Background: an optimization exercise with open tools, aiming at small area and a short achievable clock period. Do not read the settings as production practice. At most, simulation tests tie the RTL to the original design; equivalence was not proved. Only the layout flow was run in run 2; the RTL was not checked for function there. The clock port is modelled as an ideal driver; clocking choices that lean on that would not hold on a real chip. Power figures rest on the tool's default switching activity, not on a simulated workload.

==> flow/design.v, too long to show whole: its modules and the start of the top module <==
// module pe_mac: 1445 lines
// module pe_fa: 4 lines
// module pe_ha: 4 lines
module pe_mac #(
  parameter int WA       = 16,
  parameter int WB       = 16,
  parameter int ACCW     = 40,
  parameter int MULT_LAT = 1,
  parameter int ADD_LAT  = 0
) (
  input  logic                    clk,
  input  logic                    rst_n,
  input  logic                    in_valid,
  output logic                    in_ready,
  input  logic signed [WA-1:0]    a_in,
  input  logic signed [WB-1:0]    b_in,
  input  logic signed [ACCW-1:0]  psum_in,
  output logic                    out_valid,
  input  logic                    out_ready,
  output logic signed [WA-1:0]    a_out,
  output logic signed [WB-1:0]    b_out,
  output logic signed [ACCW-1:0]  psum_out
);
  // ...
==> flow/flow/run.sh <==
#!/bin/bash
# Own flow: the standard layout (standard.sh, unchanged synthesis) with
#  - the port buffers made of the smallest buffer cell (buf_1), and
#  - useful skew for the internal M registers (flow/skew.tcl, run as the
#    PRE_CTS_TCL hook: it wraps clock_tree_synthesis and delays the clock of
#    Ms/Mc, which have no path from an input or to an output).
set -euo pipefail
here=$(pwd)
export BUFFER_PORTS_ARGS="-buffer_cell sky130_fd_sc_hd__buf_1"
export PRE_CTS_TCL="$here/flow/skew.tcl"

export SKEW_CELLS="clkbuf_2 clkbuf_4"
export CTS_ARGS="-sink_clustering_enable -repair_clock_nets -buf_list sky130_fd_sc_hd__clkbuf_8 -dont_use_dummy_load"
export PRE_GLOBAL_ROUTE_TCL="$here/flow/recover.tcl"
export RECOVER_POWER=${RECOVER_POWER:-100}
bash standard.sh > standard.log 2>&1
==> flow/flow/recover.tcl <==
# PRE_GLOBAL_ROUTE_TCL hook: the power-recovery pass after global routing
# (downsizing gates off the critical paths) keeps the setup slack margin.
proc recover_power_helper { } {
  if { $::env(RECOVER_POWER) == 0 } {
    return
  }
  report_wns
  log_cmd repair_timing -recover_power $::env(RECOVER_POWER) \
    -setup_margin $::env(SETUP_SLACK_MARGIN) -verbose
  report_wns
}
==> flow/flow/skew.tcl <==
# Useful skew for the register-to-register paths A,B -> M -> S: the clock of
# the M registers (Ms, Mc), whose D and Q pins connect only to other
# registers through logic, is delayed by a chain of clock buffers after CTS,
# so the multiply stage borrows time from the accumulate stage.
rename clock_tree_synthesis my_cts_orig
proc clock_tree_synthesis {args} {
  my_cts_orig {*}$args
  # buffer cells of the delay chain, from the tree's leaf net to the registers
  set cells [expr {[info exists ::env(SKEW_CELLS)] ? $::env(SKEW_CELLS) : "clkbuf_2 clkbuf_4"}]
  set groups [dict create]
  foreach inst [get_cells -quiet {Ms[* Mc[*}] {
    set pin [get_pins -of_objects $inst -filter "name==CLK"]
    set net [get_nets -of_objects $pin]
    dict lappend groups [get_full_name $net] [list $pin [sta::sta_to_db_inst $inst]]
  }
  set block [ord::get_db_block]
  set k 0
  dict for {netname items} $groups {
    set xs 0; set ys 0; set pins {}
    foreach it $items {
      lappend pins [lindex $it 0]
      set bb [[lindex $it 1] getBBox]
      set xs [expr {$xs + (([$bb xMin] + [$bb xMax]) / 2)}]; set ys [expr {$ys + (([$bb yMin] + [$bb yMax]) / 2)}]
    }
    set n [llength $pins]
    set dbu [$block getDbUnitsPerMicron]
    set loc [list [expr {$xs / $n / double($dbu)}] [expr {$ys / $n / double($dbu)}]]
    set cur $netname
    # a stronger last buffer for a large group keeps the clock pin slew low
    set big [expr {[info exists ::env(SKEW_BIG)] ? $::env(SKEW_BIG) : 6}]
    set chain $cells
    if {$n > $big} { set chain [lreplace $chain end end clkbuf_8] }
    set s 0
    foreach cell $chain {
      insert_buffer -buffer_cell sky130_fd_sc_hd__$cell -net $cur -load_pins $pins -location $loc \
        -buffer_name skewbuf_${k}_$s -net_name skewnet_${k}_$s
      incr s
      set cur [get_full_name [get_nets -of_objects [lindex $pins 0]]]
    }
    puts "skew: $n M register clock pins of $netname behind $chain"
    incr k
  }
}
==> flow/standard.sh <==
#!/bin/bash
# synth_recipe.tcl (not shown) runs the flow's synth.tcl, then flattens the netlist and writes it again
# the make line also repeats each setting of config.mk as NAME=value (left out here)
make -C /OpenROAD-flow-scripts/flow DESIGN_CONFIG=/design/flow/config.mk WORK_HOME=/design/flow/orfs CLKGATE_MAP_FILE= SYNTH_SCRIPT=/design/flow/synth_recipe.tcl "${@:-finish}"
==> flow/config.mk <==
export PLATFORM = sky130hd
export DESIGN_NAME = pe_mac
export DESIGN_NICKNAME = pe_mac
export VERILOG_FILES = /design/flow/design.v
export SDC_FILE = /design/flow/constraint.sdc
export NUM_CORES = 4
export LEC_CHECK = 0
export ABC_AREA = 1
export CAP_MARGIN = 20
export CORE_MARGIN = 2
export CORE_UTILIZATION = 68
export CTS_BUF_LIST = sky130_fd_sc_hd__clkbuf_8
export SETUP_SLACK_MARGIN = 3.15
export SLEW_MARGIN = 20
export SYNTH_HIERARCHICAL = 1
export SYNTH_MINIMUM_KEEP_SIZE = 0
export TNS_END_PERCENT = 10
==> flow/constraint.sdc <==
create_clock -name core_clock -period 6.0 [get_ports {clk}]
set_input_delay 1.2000 -clock core_clock [delete_from_list [all_inputs] [get_ports {clk}]]
set_output_delay 1.2000 -clock core_clock [all_outputs]
set_load 0.01 [all_outputs]
==> results by group, run 1 <==
Logic synthesis
  • Post-synth top flop: dfxtp_1
  • Post-synthesis compound-gate area fraction: 0.146
  • Count leader, synth: dfxtp_1
  • Syn Std Cell Area: 11900 sq um
  • Syn_area_per_cell: 9.11 sq um
  • Adder-cell share of the synthesized area: 0.272
  • Top cell type's share of synthesized area: 0.301

Critical path
  • Delay of the slowest critical-path stage: 0.94 ns
  • Startpoint class of the critical path: flop

Job
  • Max-capacitance violation count: 2

Clock tree
  • TritonCTS clock tree: yes
  • Clk sinks: 178

Global routing
  • Grt ovf: 0
  • Largest net degree at the start of global routing: 78
  • GRT met1 Usage: 0.452

Power
  • Combinational power: 2.50 mW
  • Int Pwr: 2.91 mW
  • Sequential power: 1.62 mW
  • Switching part of the total power: 0.413

Die
  • Die Span X: 136 microns

Route
  • Wire per inst: 17.7 microns

Min path
  • Worst Hold End: V[3]

STA
  • Min Hold Slack: 0.425 ns
  • Setup TNS: 0 ns
  • Worst Tran Pin Value: 1.87 ns
  • PnR worst setup slack: 1.96 ns
  • Final Slew Violations: 43

Final layout
  • Most common cell after layout, fill and taps aside: dfxtp_1
  • Seq area share: 0.268
  • Biggest regs: P x40, S x40, Ms x31

Run status
  • Outcome: failed layout checks
  • Violated checks: capacitance limit, slew limit

Place
  • GP Congestion: 1.02
==> inputs of run 2 (changes only) <==
--- a/flow/design.v
+++ b/flow/design.v
@@ -592,17 +592,17 @@
   logic fs110;
   logic fc110;
   logic fs111;
   logic fc111;
   logic hs112;
   logic hc112;
   assign bo0 = BO[0];
   assign bt0 = ~BO[0] & (BN[0] ^ 1'b0);
-  assign bn0 = BN[0] & (bo0 | bt0);
+  assign bn0 = BN[0] & (BO[0] | ~1'b0);
   assign ax0_0 = A[0] ^ BN[0];
   assign ax0_1 = A[1] ^ BN[0];
   assign ax0_2 = A[2] ^ BN[0];
   assign ax0_3 = A[3] ^ BN[0];
   assign ax0_4 = A[4] ^ BN[0];
   assign ax0_5 = A[5] ^ BN[0];
   assign ax0_6 = A[6] ^ BN[0];
   assign ax0_7 = A[7] ^ BN[0];
@@ -629,17 +629,17 @@
   assign pp0_12 = (bo0 & ax0_12) | (bt0 & ax0_11);
   assign pp0_13 = (bo0 & ax0_13) | (bt0 & ax0_12);
   assign pp0_14 = (bo0 & ax0_14) | (bt0 & ax0_13);
   assign pp0_15 = (bo0 & ax0_15) | (bt0 & ax0_14);
   assign pp0_16 = (bo0 & ax0_15) | (bt0 & ax0_15);
   assign ns0 = ~pp0_16;
   assign bo1 = BO[1];
   assign bt1 = ~BO[1] & (BN[1] ^ BN[0]);
-  assign bn1 = BN[1] & (bo1 | bt1);
+  assign bn1 = BN[1] & (BO[1] | ~BN[0]);
   assign ax1_0 = A[0] ^ BN[1];
   assign ax1_1 = A[1] ^ BN[1];
   assign ax1_2 = A[2] ^ BN[1];
   assign ax1_3 = A[3] ^ BN[1];
   assign ax1_4 = A[4] ^ BN[1];
   assign ax1_5 = A[5] ^ BN[1];
   assign ax1_6 = A[6] ^ BN[1];
   assign ax1_7 = A[7] ^ BN[1];
@@ -666,17 +666,17 @@
   assign pp1_12 = (bo1 & ax1_12) | (bt1 & ax1_11);
   assign pp1_13 = (bo1 & ax1_13) | (bt1 & ax1_12);
   assign pp1_14 = (bo1 & ax1_14) | (bt1 & ax1_13);
   assign pp1_15 = (bo1 & ax1_15) | (bt1 & ax1_14);
   assign pp1_16 = (bo1 & ax1_15) | (bt1 & ax1_15);
   assign ns1 = ~pp1_16;
   assign bo2 = BO[2];
   assign bt2 = ~BO[2] & (BN[2] ^ BN[1]);
-  assign bn2 = BN[2] & (bo2 | bt2);
+  assign bn2 = BN[2] & (BO[2] | ~BN[1]);
   assign ax2_0 = A[0] ^ BN[2];
   assign ax2_1 = A[1] ^ BN[2];
   assign ax2_2 = A[2] ^ BN[2];
   assign ax2_3 = A[3] ^ BN[2];
   assign ax2_4 = A[4] ^ BN[2];
   assign ax2_5 = A[5] ^ BN[2];
   assign ax2_6 = A[6] ^ BN[2];
   assign ax2_7 = A[7] ^ BN[2];
@@ -703,17 +703,17 @@
   assign pp2_12 = (bo2 & ax2_12) | (bt2 & ax2_11);
   assign pp2_13 = (bo2 & ax2_13) | (bt2 & ax2_12);
   assign pp2_14 = (bo2 & ax2_14) | (bt2 & ax2_13);
   assign pp2_15 = (bo2 & ax2_15) | (bt2 & ax2_14);
   assign pp2_16 = (bo2 & ax2_15) | (bt2 & ax2_15);
   assign ns2 = ~pp2_16;
   assign bo3 = BO[3];
   assign bt3 = ~BO[3] & (BN[3] ^ BN[2]);
-  assign bn3 = BN[3] & (bo3 | bt3);
+  assign bn3 = BN[3] & (BO[3] | ~BN[2]);
   assign ax3_0 = A[0] ^ BN[3];
   assign ax3_1 = A[1] ^ BN[3];
   assign ax3_2 = A[2] ^ BN[3];
   assign ax3_3 = A[3] ^ BN[3];
   assign ax3_4 = A[4] ^ BN[3];
   assign ax3_5 = A[5] ^ BN[3];
   assign ax3_6 = A[6] ^ BN[3];
   assign ax3_7 = A[7] ^ BN[3];
@@ -740,17 +740,17 @@
   assign pp3_12 = (bo3 & ax3_12) | (bt3 & ax3_11);
   assign pp3_13 = (bo3 & ax3_13) | (bt3 & ax3_12);
   assign pp3_14 = (bo3 & ax3_14) | (bt3 & ax3_13);
   assign pp3_15 = (bo3 & ax3_15) | (bt3 & ax3_14);
   assign pp3_16 = (bo3 & ax3_15) | (bt3 & ax3_15);
   assign ns3 = ~pp3_16;
   assign bo4 = BO[4];
   assign bt4 = ~BO[4] & (BN[4] ^ BN[3]);
-  assign bn4 = BN[4] & (bo4 | bt4);
+  assign bn4 = BN[4] & (BO[4] | ~BN[3]);
   assign ax4_0 = A[0] ^ BN[4];
   assign ax4_1 = A[1] ^ BN[4];
   assign ax4_2 = A[2] ^ BN[4];
   assign ax4_3 = A[3] ^ BN[4];
   assign ax4_4 = A[4] ^ BN[4];
   assign ax4_5 = A[5] ^ BN[4];
   assign ax4_6 = A[6] ^ BN[4];
   assign ax4_7 = A[7] ^ BN[4];
@@ -777,17 +777,17 @@
   assign pp4_12 = (bo4 & ax4_12) | (bt4 & ax4_11);
   assign pp4_13 = (bo4 & ax4_13) | (bt4 & ax4_12);
   assign pp4_14 = (bo4 & ax4_14) | (bt4 & ax4_13);
   assign pp4_15 = (bo4 & ax4_15) | (bt4 & ax4_14);
   assign pp4_16 = (bo4 & ax4_15) | (bt4 & ax4_15);
   assign ns4 = ~pp4_16;
   assign bo5 = BO[5];
   assign bt5 = ~BO[5] & (BN[5] ^ BN[4]);
-  assign bn5 = BN[5] & (bo5 | bt5);
+  assign bn5 = BN[5] & (BO[5] | ~BN[4]);
   assign ax5_0 = A[0] ^ BN[5];
   assign ax5_1 = A[1] ^ BN[5];
   assign ax5_2 = A[2] ^ BN[5];
   assign ax5_3 = A[3] ^ BN[5];
   assign ax5_4 = A[4] ^ BN[5];
   assign ax5_5 = A[5] ^ BN[5];
   assign ax5_6 = A[6] ^ BN[5];
   assign ax5_7 = A[7] ^ BN[5];
@@ -814,17 +814,17 @@
   assign pp5_12 = (bo5 & ax5_12) | (bt5 & ax5_11);
   assign pp5_13 = (bo5 & ax5_13) | (bt5 & ax5_12);
   assign pp5_14 = (bo5 & ax5_14) | (bt5 & ax5_13);
   assign pp5_15 = (bo5 & ax5_15) | (bt5 & ax5_14);
   assign pp5_16 = (bo5 & ax5_15) | (bt5 & ax5_15);
   assign ns5 = ~pp5_16;
   assign bo6 = BO[6];
   assign bt6 = ~BO[6] & (BN[6] ^ BN[5]);
-  assign bn6 = BN[6] & (bo6 | bt6);
+  assign bn6 = BN[6] & (BO[6] | ~BN[5]);
   assign ax6_0 = A[0] ^ BN[6];
   assign ax6_1 = A[1] ^ BN[6];
   assign ax6_2 = A[2] ^ BN[6];
   assign ax6_3 = A[3] ^ BN[6];
   assign ax6_4 = A[4] ^ BN[6];
   assign ax6_5 = A[5] ^ BN[6];
   assign ax6_6 = A[6] ^ BN[6];
   assign ax6_7 = A[7] ^ BN[6];
@@ -851,17 +851,17 @@
   assign pp6_12 = (bo6 & ax6_12) | (bt6 & ax6_11);
   assign pp6_13 = (bo6 & ax6_13) | (bt6 & ax6_12);
   assign pp6_14 = (bo6 & ax6_14) | (bt6 & ax6_13);
   assign pp6_15 = (bo6 & ax6_15) | (bt6 & ax6_14);
   assign pp6_16 = (bo6 & ax6_15) | (bt6 & ax6_15);
   assign ns6 = ~pp6_16;
   assign bo7 = BO[7];
   assign bt7 = ~BO[7] & (BN[7] ^ BN[6]);
-  assign bn7 = BN[7] & (bo7 | bt7);
+  assign bn7 = BN[7] & (BO[7] | ~BN[6]);
   assign ax7_0 = A[0] ^ BN[7];
   assign ax7_1 = A[1] ^ BN[7];
   assign ax7_2 = A[2] ^ BN[7];
   assign ax7_3 = A[3] ^ BN[7];
   assign ax7_4 = A[4] ^ BN[7];
   assign ax7_5 = A[5] ^ BN[7];
   assign ax7_6 = A[6] ^ BN[7];
   assign ax7_7 = A[7] ^ BN[7];
--- a/flow/flow/run.sh
+++ b/flow/flow/run.sh
@@ -6,11 +6,9 @@
 #    Ms/Mc, which have no path from an input or to an output).
 set -euo pipefail
 here=$(pwd)
 export BUFFER_PORTS_ARGS="-buffer_cell sky130_fd_sc_hd__buf_1"
 export PRE_CTS_TCL="$here/flow/skew.tcl"
 
 export SKEW_CELLS="clkbuf_2 clkbuf_4"
 export CTS_ARGS="-sink_clustering_enable -repair_clock_nets -buf_list sky130_fd_sc_hd__clkbuf_8 -dont_use_dummy_load"
-export PRE_GLOBAL_ROUTE_TCL="$here/flow/recover.tcl"
-export RECOVER_POWER=${RECOVER_POWER:-100}
 bash standard.sh > standard.log 2>&1
removed: flow/flow/recover.tcl
==> run 2 against run 1 <==
Compared with the run above:
- now clean on timing, DRC and antenna
- sequential power about the same
- fmax rose by 41%
- largest cell class unchanged
- setup slack better by 1.2 ns
- synthesized cell count rose by 1.0%
- power increased by 5.2%
- die area grew 1.5%
- utilization is 2.8 points higher
- clock power is 1% lower
- first-iteration DRC count grew 15%
==> results by group, run 2 <==
STA
  • Final Setup Violations: 0
  • Endpoints failing hold: 0
  • Min Hold Slack: 0.236 ns (-0.189 ns)
  • Worst Tran Pin Value: 0.761 ns (-1.11 ns)
  • RSZ-0062 raised after global routing: yes
  • Fmax: 348 MHz
  • Clock skew: 0.302 ns
  • Final worst-path cycle share: 0.478
  • Setup TNS: 0 ns (unchanged)
  • Final Slew Violations: 0 (-100%)
  • PnR worst setup slack: 3.13 ns (+1.17 ns)
  • Relative slew slack: 0.492
  • Minimum clock period: 2.87 ns

Final layout
  • N_diodes: 0
  • Biggest regs: P x40, S x40, Ms x31
  • Layout cells sized above 1: 0.161
  • Area growth, synth to finish: 15.5%
  • Filler cells: 1132
  • Most common cell after layout, fill and taps aside: nor2_1
  • Most frequent cells in the layout: nor2_1, dfxtp_1, buf_1, xnor2_1, fa_1
  • Area occupied by multi-input gates: 8270 sq um
  • Fin nets: 1741
  • Seq. cell area: 3620 sq um

Power
  • Clock share of power: 0.159
  • Comb pwr share: 0.531
  • Register share of total power: 0.311
  • Total chip power: 5.21 mW
  • Peak VDD IR: 245 uV
  • Switching part of the total power: 0.419 (+0.00543)
  • Int Pwr: 3.03 mW (+4.2%)
  • Switching power: 2.18 mW
  • P_leak: 5.78 nW
  • Pwr/cell area: 375 nW/um^2

Route
  • DRT antenna net count: 0
  • Via density: 5.82
  • DR iter-0 viols: 814
  • Wire per inst: 18.0 microns (+2.1%)
  • Post-Route WL: 30.6 mm
  • Via count: 9888
  • Detailed Routing Iterations Pass 1: 5
  • # DRC: 0

Clock tree
  • TritonCTS clock tree: yes
  • Clk Latency, worst-skew pair: 0.71 ns
  • Clk sinks: 178 (unchanged)
  • Cts bufs inserted: 17
  • Reg clk slew, reported paths: 0.07 ns
  • Hold_buf cts: 0

Critical path
  • Worst Path Class, Setup: reg -> reg
  • Startpoint class of the critical path: flop
  • CP Data Arrival Time: 3.40 ns
  • CP Max Fanout: 18
  • R2R Setup Slk: 3.13 ns
  • CP endpoint kind: flop
  • CP Data Required Time: 6.53 ns

Die
  • Die Span X: 137 microns (+0.77%)
  • Core box area: 17300 sq um
  • Initial Utilization: 0.696
  • I/O pins: 150
  • Rows: 48
  • Die area: 18800 sq um
  • Die Y: 137 microns

Logic synthesis
  • Yosys Warn Count: 7
  • Unique masters post-synth: 43
  • Syn Std Cell Area: 12000 sq um (+1.6%)
  • Commonest cells in the netlist: dfxtp_1, nor2_1, xnor2_1, fa_1, o22ai_1
  • Post-synth ARST share: 0
  • Synth area leaders: dfxtp_1, fa_1, xnor2_1
  • Synth Register Bits: 178
  • Post-synth top flop: dfxtp_1
  • Top cell type's share of synthesized area: 0.296 (-0.00472)
  • Largest area contributor in the netlist: dfxtp_1
  • Seq/Total Area, Yosys: 0.296
  • Synth Instances: 1314
  • Number of flops mapped to enable cells by yosys: 0
  • Syn Nets: 1580
  • Syn_area_per_cell: 9.17 sq um (+0.59%)

Job
  • Max-capacitance violation count: 0 (-2)

Global routing
  • Grt ovf: 0 (unchanged)
  • Initial antenna violation count: 0
  • Largest net degree at the start of global routing: 75 (-3.8%)
  • First-pass GRT wire length: 46.3 mm
  • Vias in the first global route: 9013
  • Global-route usage over all layers: 0.323

Place
  • Worst slack, placed: 2.20 ns
  • Port Buf Inserts: 149
  • Dpl hpwl: 21.5 mm
  • GP Congestion: 0.931 (-8.8%)

Min path
  • Hold/Removal Path Class: reg -> reg

Run status
  • Outcome: timing/DRC/antenna clean
run 2: changes by cell type in the layout (fill, tap and decap cells not counted), moves of 10 or more:
cell	delta
o22ai_2	+11
nand2_1	-17
buf_4	+29
nand2_2	+10
xor2_1	-10
dfxtp_2	+19
dfxtp_1	-25
o22ai_1	-12
clkbuf_1	-14
inv_1	+13
run 2: area by class of cell, without the clock buffers:
type                    instances  area share
well taps                     225      0.0202
multi-input cells             960       0.595
inverters                     100      0.0293
repair buffers                198      0.0676
flip-flops and latches        178       0.260
run 2: timing repair:
action	4_1_cts	5_1_grt
buffers inserted	14	31
pin swaps	3	21
endpoints found under the setup margin	42	32
endpoints found under the hold margin	0	0
gates cloned	0	1
gates resized for setup	51	61
run 2: path summary, 6_finish.rpt:
path          from  endpoint  cells after the start
min          BN[0]     Ms[0]                      0
min reg2reg  BN[0]     Ms[0]                      0
max          BO[6]    Ms[13]                      7
max reg2reg  BO[6]    Ms[13]                      7
run 2: worst max-delay path, cell delays in order (launching register included):
cell and delay, ns:
dfxtp_1 0.43, clkinv_4 0.19, ha_1 0.22, nor2_1 0.30
fa_1 0.48, fa_1 0.42, fa_1 0.51, fa_1 0.40
run 2: per-layer routing:
layer  vias to the layer above  track usage  share of wire
met1                      4620        0.481           0.44
li1                       4643            -              -
met3                        80       0.0604          0.098
met4                         0       0.0836          0.025
met5                         -            0              0
met2                       545        0.486           0.44
run 2: per-stage QoR:
step,util,std cells,instance area (sq um)
3_3_place_gp,0.733,1615,12700
6_report,0.804,1698,13900
3_5_place_dp,0.733,1615,12700
2_1_floorplan,-,1314,12200
4_1_cts,0.771,1666,13300
5_1_grt,0.804,1698,13900
run 2: power by group through the flow:
stage | registers (mW) | logic (mW) | clock network (mW)
3_5_place_dp | 1.66 | 2.29 | 0
4_1_cts | 1.62 | 2.36 | 0.839
2_1_floorplan | 1.61 | 1.80 | 0
6_report | 1.62 | 2.76 | 0.826
3_3_place_gp | 1.65 | 2.21 | 0
5_1_grt | 1.64 | 3.07 | 0.893
run 2: cells by family after synthesis:
family / Yosys count / share of synthesized area
and+or+nand+nor: 338 / 0.126
xor gates and xnor gates: 142 / 0.103
AOI/OAI and AO/OA: 289 / 0.140
adders and majority gates: 190 / 0.275
DFF: 178 / 0.296
buffers and inverters: 177 / 0.0600
run 2: Yosys stat by module (local to each module, per instance):
| module | flops+latches | copies in the design | cells |
|---|---|---|---|
| pe_mac | 178 | 1 | 1207 |
| pe_fa | 0 | 89 | 1 |
| pe_ha | 0 | 18 | 1 |

## re-timing with driven ports
The flow's constraints put no driver on any port. The routed layouts listed below were extracted and timed again, unchanged, in two steps.
Step 1 assumes that a clkbuf_16 drives the clock port and a buf_2 every other input.
Step 2, shift: input delay + t, output delay - t, t = (earliest + latest rising clock arrival at the registers) / 2. This alone moves slack from input paths to output paths.
Slacks: no drivers / after step 1 / after step 2; pairs: no drivers / after step 1.
run | t, ns | slack for setup (ns) | hold WS [ns] | latest minus earliest clock arrival (ns) | worst data-port slew with drivers (ns)
run 1 | 0.607 | 1.963 / 1.963 / 1.431 | 0.425 / 0.425 / 0.425 | 0.286 / 0.286 | 0.05
run 2 | 0.602 | 3.131 / 3.124 / 2.650 | 0.236 / 0.236 / 0.236 | 0.303 / 0.302 | 0.04
In run 2 the clock reaches the registers at very different times; t lies between them, and the last value is a rough guide only. The setup slack of run 1, which loses most, moves by 0.000 ns with the drivers and by -0.532 ns with both steps.
